This is an optimization exercise on Yosys and OpenROAD, whose aim is small area, not a production implementation.
The RTL was checked by simulation tests, not by an equivalence proof against the original design.
The flow treats the clock pin as an ideal source. Dropping or thinning the clock tree relies on that and would not hold on a real chip.
No activity file was given, so power comes from the tool's default toggle rates.

Setup of run A:
// Matrix_Calculator
module Matrix_Calculator
    (input logic [7:0] data_in,
     input logic enter, sw,
     input logic [1:0] operation,
     input logic clk, rst,
     output logic [4:0] data_out,
     output logic finish, error,
     output logic [3:0] index);
Size: about 0.0068 sq mm of cells after synthesis.
Settings: LEC_CHECK=0, CAP_MARGIN=20, CORE_MARGIN=2, CORE_UTILIZATION=45, PLACE_DENSITY=0.6, SLEW_MARGIN=20, SYNTH_HIERARCHICAL=1, SYNTH_MINIMUM_KEEP_SIZE=0; clock period 10.0 ns.
standard.sh (not shown) runs the stock make flow with config.mk's settings and CLKGATE_MAP_FILE= SYNTH_SCRIPT=/design/flow/synth_recipe.tcl, a recipe that flattens the netlist after the stock synthesis.
==> flow/flow/run.sh <==
#!/bin/bash
# The standard layout, with smaller port buffers and a clock tree without
# dummy loads. Each tool's full output goes to the ORFS logs under orfs/logs;
# make's own output goes to make.log here.
set -euo pipefail
cd "$(dirname "$0")/.."
bash standard.sh \
  "BUFFER_PORTS_ARGS=-buffer_cell sky130_fd_sc_hd__buf_1" \
  "CTS_ARGS=-sink_clustering_enable -repair_clock_nets -dont_use_dummy_load -buf_list sky130_fd_sc_hd__clkbuf_8 -sink_clustering_size 20 -sink_clustering_max_diameter 80" \
  finish > make.log 2>&1
[inputs] run B vs run A
==> flow/run.sh (new file) <==
#!/bin/bash
# synth_recipe.tcl (not shown) runs the flow's synth.tcl, then flattens the netlist and writes it again
# the make line also repeats each setting of config.mk as NAME=value (left out here)
make -C /OpenROAD-flow-scripts/flow DESIGN_CONFIG=/design/flow/config.mk WORK_HOME=/design/flow/orfs CLKGATE_MAP_FILE= SYNTH_SCRIPT=/design/flow/synth_recipe.tcl finish
removed: flow/flow/run.sh
removed: flow/standard.sh
Notes after the runs:
- Wire length after detailed routing, run B vs run A: up by a few percent
- Compared with run A, number of global-route vias before repair in run B increased by a few percent.
- Delta (run B minus run A): clock period minus final worst setup slack rose by 330 ps; final area rose by 450 sq um; proportion of cell area spent on the clock network rose by 3.7 points; internal power rose by about 26%.
- Run B: clock network fraction of design power is 13 points higher than what run A reported.
diff inputs: run B => run C
Settings: a change of PLACE_DENSITY from 0.6 to 0.8; a change of CORE_UTILIZATION from 45 to 70.
==> flow/flow/run.sh (new file) <==
#!/bin/bash
# The standard layout, with smaller port buffers and a clock tree without
# dummy loads. Each tool's full output goes to the ORFS logs under orfs/logs;
# make's own output goes to make.log here.
set -euo pipefail
cd "$(dirname "$0")/.."
bash standard.sh \
  "BUFFER_PORTS_ARGS=-buffer_cell sky130_fd_sc_hd__buf_1" \
  "CTS_ARGS=-sink_clustering_enable -repair_clock_nets -dont_use_dummy_load -buf_list sky130_fd_sc_hd__clkbuf_8 -sink_clustering_size 20 -sink_clustering_max_diameter 80" \
  finish > make.log 2>&1
==> flow/standard.sh (new file) <==
#!/bin/bash
# synth_recipe.tcl (not shown) runs the flow's synth.tcl, then flattens the netlist and writes it again
# the make line also repeats each setting of config.mk as NAME=value (left out here)
make -C /OpenROAD-flow-scripts/flow DESIGN_CONFIG=/design/flow/config.mk WORK_HOME=/design/flow/orfs CLKGATE_MAP_FILE= SYNTH_SCRIPT=/design/flow/synth_recipe.tcl "${@:-finish}"
removed: flow/run.sh
Results
Run B -> run C: number of standard cells in the layout, taps in and fillers out decreased by a little under 10%. Looking at detailed-route via count across run B and run C, the one that comes out higher is run C. From run C to run B, synthesized cell count did not move at all. Relative to run B, clock-buffer cell count has decreased by 5 in run C. Summary of run C over run B: relative area change from synthesis to final layout dropped 7.7 points, number of global-route vias before repair went up.

---

== JK ==
Matrix_Calculator, a different RTL version from the one above (not shown whole).
Size in the first run: ~160 flip-flops, about 25 I/O pins, about 0.0064 mm2 of cells after synthesis.
Settings: LEC_CHECK=0, CAP_MARGIN=20, CORE_MARGIN=2, CORE_UTILIZATION=45, PLACE_DENSITY=0.95, SLEW_MARGIN=20, SYNTH_HIERARCHICAL=1, SYNTH_MINIMUM_KEEP_SIZE=0; clock period 10.0 ns.
==> flow/flow/run.sh <==
#!/bin/bash
# The standard layout with two changes: port buffers are buf_1, and the clock
# tree is built by manual_cts.tcl (a balanced two-level tree of clkbuf
# cells) instead of TritonCTS. Each tool's full output goes to the ORFS logs
# under orfs/logs; make's own output goes to make.log here.
set -euo pipefail
cd "$(dirname "$0")/.."

bash standard.sh \
  "BUFFER_PORTS_ARGS=-buffer_cell sky130_fd_sc_hd__buf_1" \
  "PRE_CTS_TCL=$PWD/flow/manual_cts.tcl" \
  finish > make.log 2>&1
==> flow/flow/manual_cts.tcl <==
# Used as PRE_CTS_TCL in place of TritonCTS: a two-level clock tree. The
# clock port drives NTOP buffers; each drives an equal share of NLEAF leaf
# buffers; each leaf buffer drives an equal share of the flip-flops. Groups
# come from recursive bisection of the placed locations, cutting the longer
# side of each group's bounding box.
set NTOP 2
set NLEAF 10
set TOPBUF sky130_fd_sc_hd__clkbuf_4
set LEAFBUF sky130_fd_sc_hd__clkbuf_8

proc mcts_split {items n} {
  if {$n <= 1} { return [list $items] }
  set xs {}; set ys {}
  foreach s $items { lappend xs [lindex $s 1]; lappend ys [lindex $s 2] }
  set xs [lsort -real $xs]; set ys [lsort -real $ys]
  set w [expr {[lindex $xs end] - [lindex $xs 0]}]
  set h [expr {[lindex $ys end] - [lindex $ys 0]}]
  set sorted [lsort -real -index [expr {$w >= $h ? 1 : 2}] $items]
  set n1 [expr {$n / 2}]
  set cut [expr {int(round([llength $sorted] * double($n1) / $n))}]
  return [concat [mcts_split [lrange $sorted 0 [expr {$cut - 1}]] $n1] \
                 [mcts_split [lrange $sorted $cut end] [expr {$n - $n1}]]]
}

proc mcts_buffer {block master name innet items} {
  set sx 0; set sy 0
  foreach s $items { set sx [expr {$sx + [lindex $s 1]}]; set sy [expr {$sy + [lindex $s 2]}] }
  set m [llength $items]
  set cx [expr {$sx / $m}]; set cy [expr {$sy / $m}]
  set net [odb::dbNet_create $block "${name}_net"]
  $net setSigType CLOCK
  set inst [odb::dbInst_create $block $master $name]
  $inst setLocation [expr {int($cx)}] [expr {int($cy)}]
  $inst setPlacementStatus PLACED
  [$inst findITerm A] connect $innet
  [$inst findITerm X] connect $net
  foreach s $items {
    set it [lindex $s 0]
    $it disconnect
    $it connect $net
  }
  puts "manual_cts: $name ([$master getName]) drives $m pins"
  return [list [$inst findITerm A] $cx $cy]
}

proc manual_cts {ntop nleaf topbuf leafbuf} {
  set block [ord::get_db_block]
  set clk [$block findNet clk]
  set tm [[ord::get_db] findMaster $topbuf]
  set lm [[ord::get_db] findMaster $leafbuf]
  set sinks {}
  foreach it [$clk getITerms] {
    set b [[$it getInst] getBBox]
    lappend sinks [list $it [expr {([$b xMin] + [$b xMax]) / 2.0}] [expr {([$b yMin] + [$b yMax]) / 2.0}]]
  }
  set leaves {}
  set k 0
  foreach group [mcts_split $sinks $nleaf] {
    lappend leaves [mcts_buffer $block $lm "clkbuf_leaf$k" $clk $group]
    incr k
  }
  set t 0
  foreach group [mcts_split $leaves $ntop] {
    mcts_buffer $block $tm "clkbuf_top$t" $clk $group
    incr t
  }
}

estimate_parasitics -placement
repair_timing -recover_power 100
repair_design -slew_margin 20 -cap_margin 20
manual_cts $NTOP $NLEAF $TOPBUF $LEAFBUF
rename clock_tree_synthesis __tritoncts_unused
proc clock_tree_synthesis {args} {
  set_propagated_clock [all_clocks]
}
diff inputs: JK => MS
- changing PLACE_DENSITY from 0.95 to 0.85
diff --git a/flow/flow/manual_cts.tcl b/flow/flow/manual_cts.tcl
--- a/flow/flow/manual_cts.tcl
+++ b/flow/flow/manual_cts.tcl
@@ -5,5 +5,5 @@
 # side of each group's bounding box.
 set NTOP 2
-set NLEAF 10
+set NLEAF 8
 set TOPBUF sky130_fd_sc_hd__clkbuf_4
 set LEAFBUF sky130_fd_sc_hd__clkbuf_8
@@ -67,7 +67,4 @@
 }
 
-estimate_parasitics -placement
-repair_timing -recover_power 100
-repair_design -slew_margin 20 -cap_margin 20
 manual_cts $NTOP $NLEAF $TOPBUF $LEAFBUF
 rename clock_tree_synthesis __tritoncts_unused
==> comparison <==
Changes observed in MS relative to JK: area growth from synthesis to final layout lower; total met2 wirelength after detailed routing lower; utilization lower.
In every run of this note, the design's own scripts or RTL, not TritonCTS, make the clock network.

[port drivers added, routing unchanged]
Ports are ideal in the flow. The routed layouts listed here were re-timed in OpenROAD. Step 1 sets driving cells, clkbuf_16 on the clock port and buf_2 on the other inputs (assumed; they add their load-dependent delay and slew). Step 2 times the ports against the registers' clock, not the clock port: input delays grow and output delays shrink by t, the midpoint of the rising clock arrivals with the driver on. a / b / c = no drivers / after step 1 / after step 2; a / b = the first two.
run	shift t [ns]	slack for setup (ns)	worst hold slack (ns)
run A	0.473	2.024 / 1.988 / 2.461	0.398 / 0.398 / 0.398
run B	0.460	1.695 / 1.653 / 2.113	0.412 / 0.412 / 0.412
run C	0.455	2.033 / 2.001 / 2.456	0.415 / 0.415 / 0.415
JK	0.427	3.195 / 3.195 / 3.195	0.419 / 0.419 / 0.419
MS	0.421	3.525 / 3.525 / 3.525	0.388 / 0.388 / 0.388
After both steps every run listed still meets setup and hold.
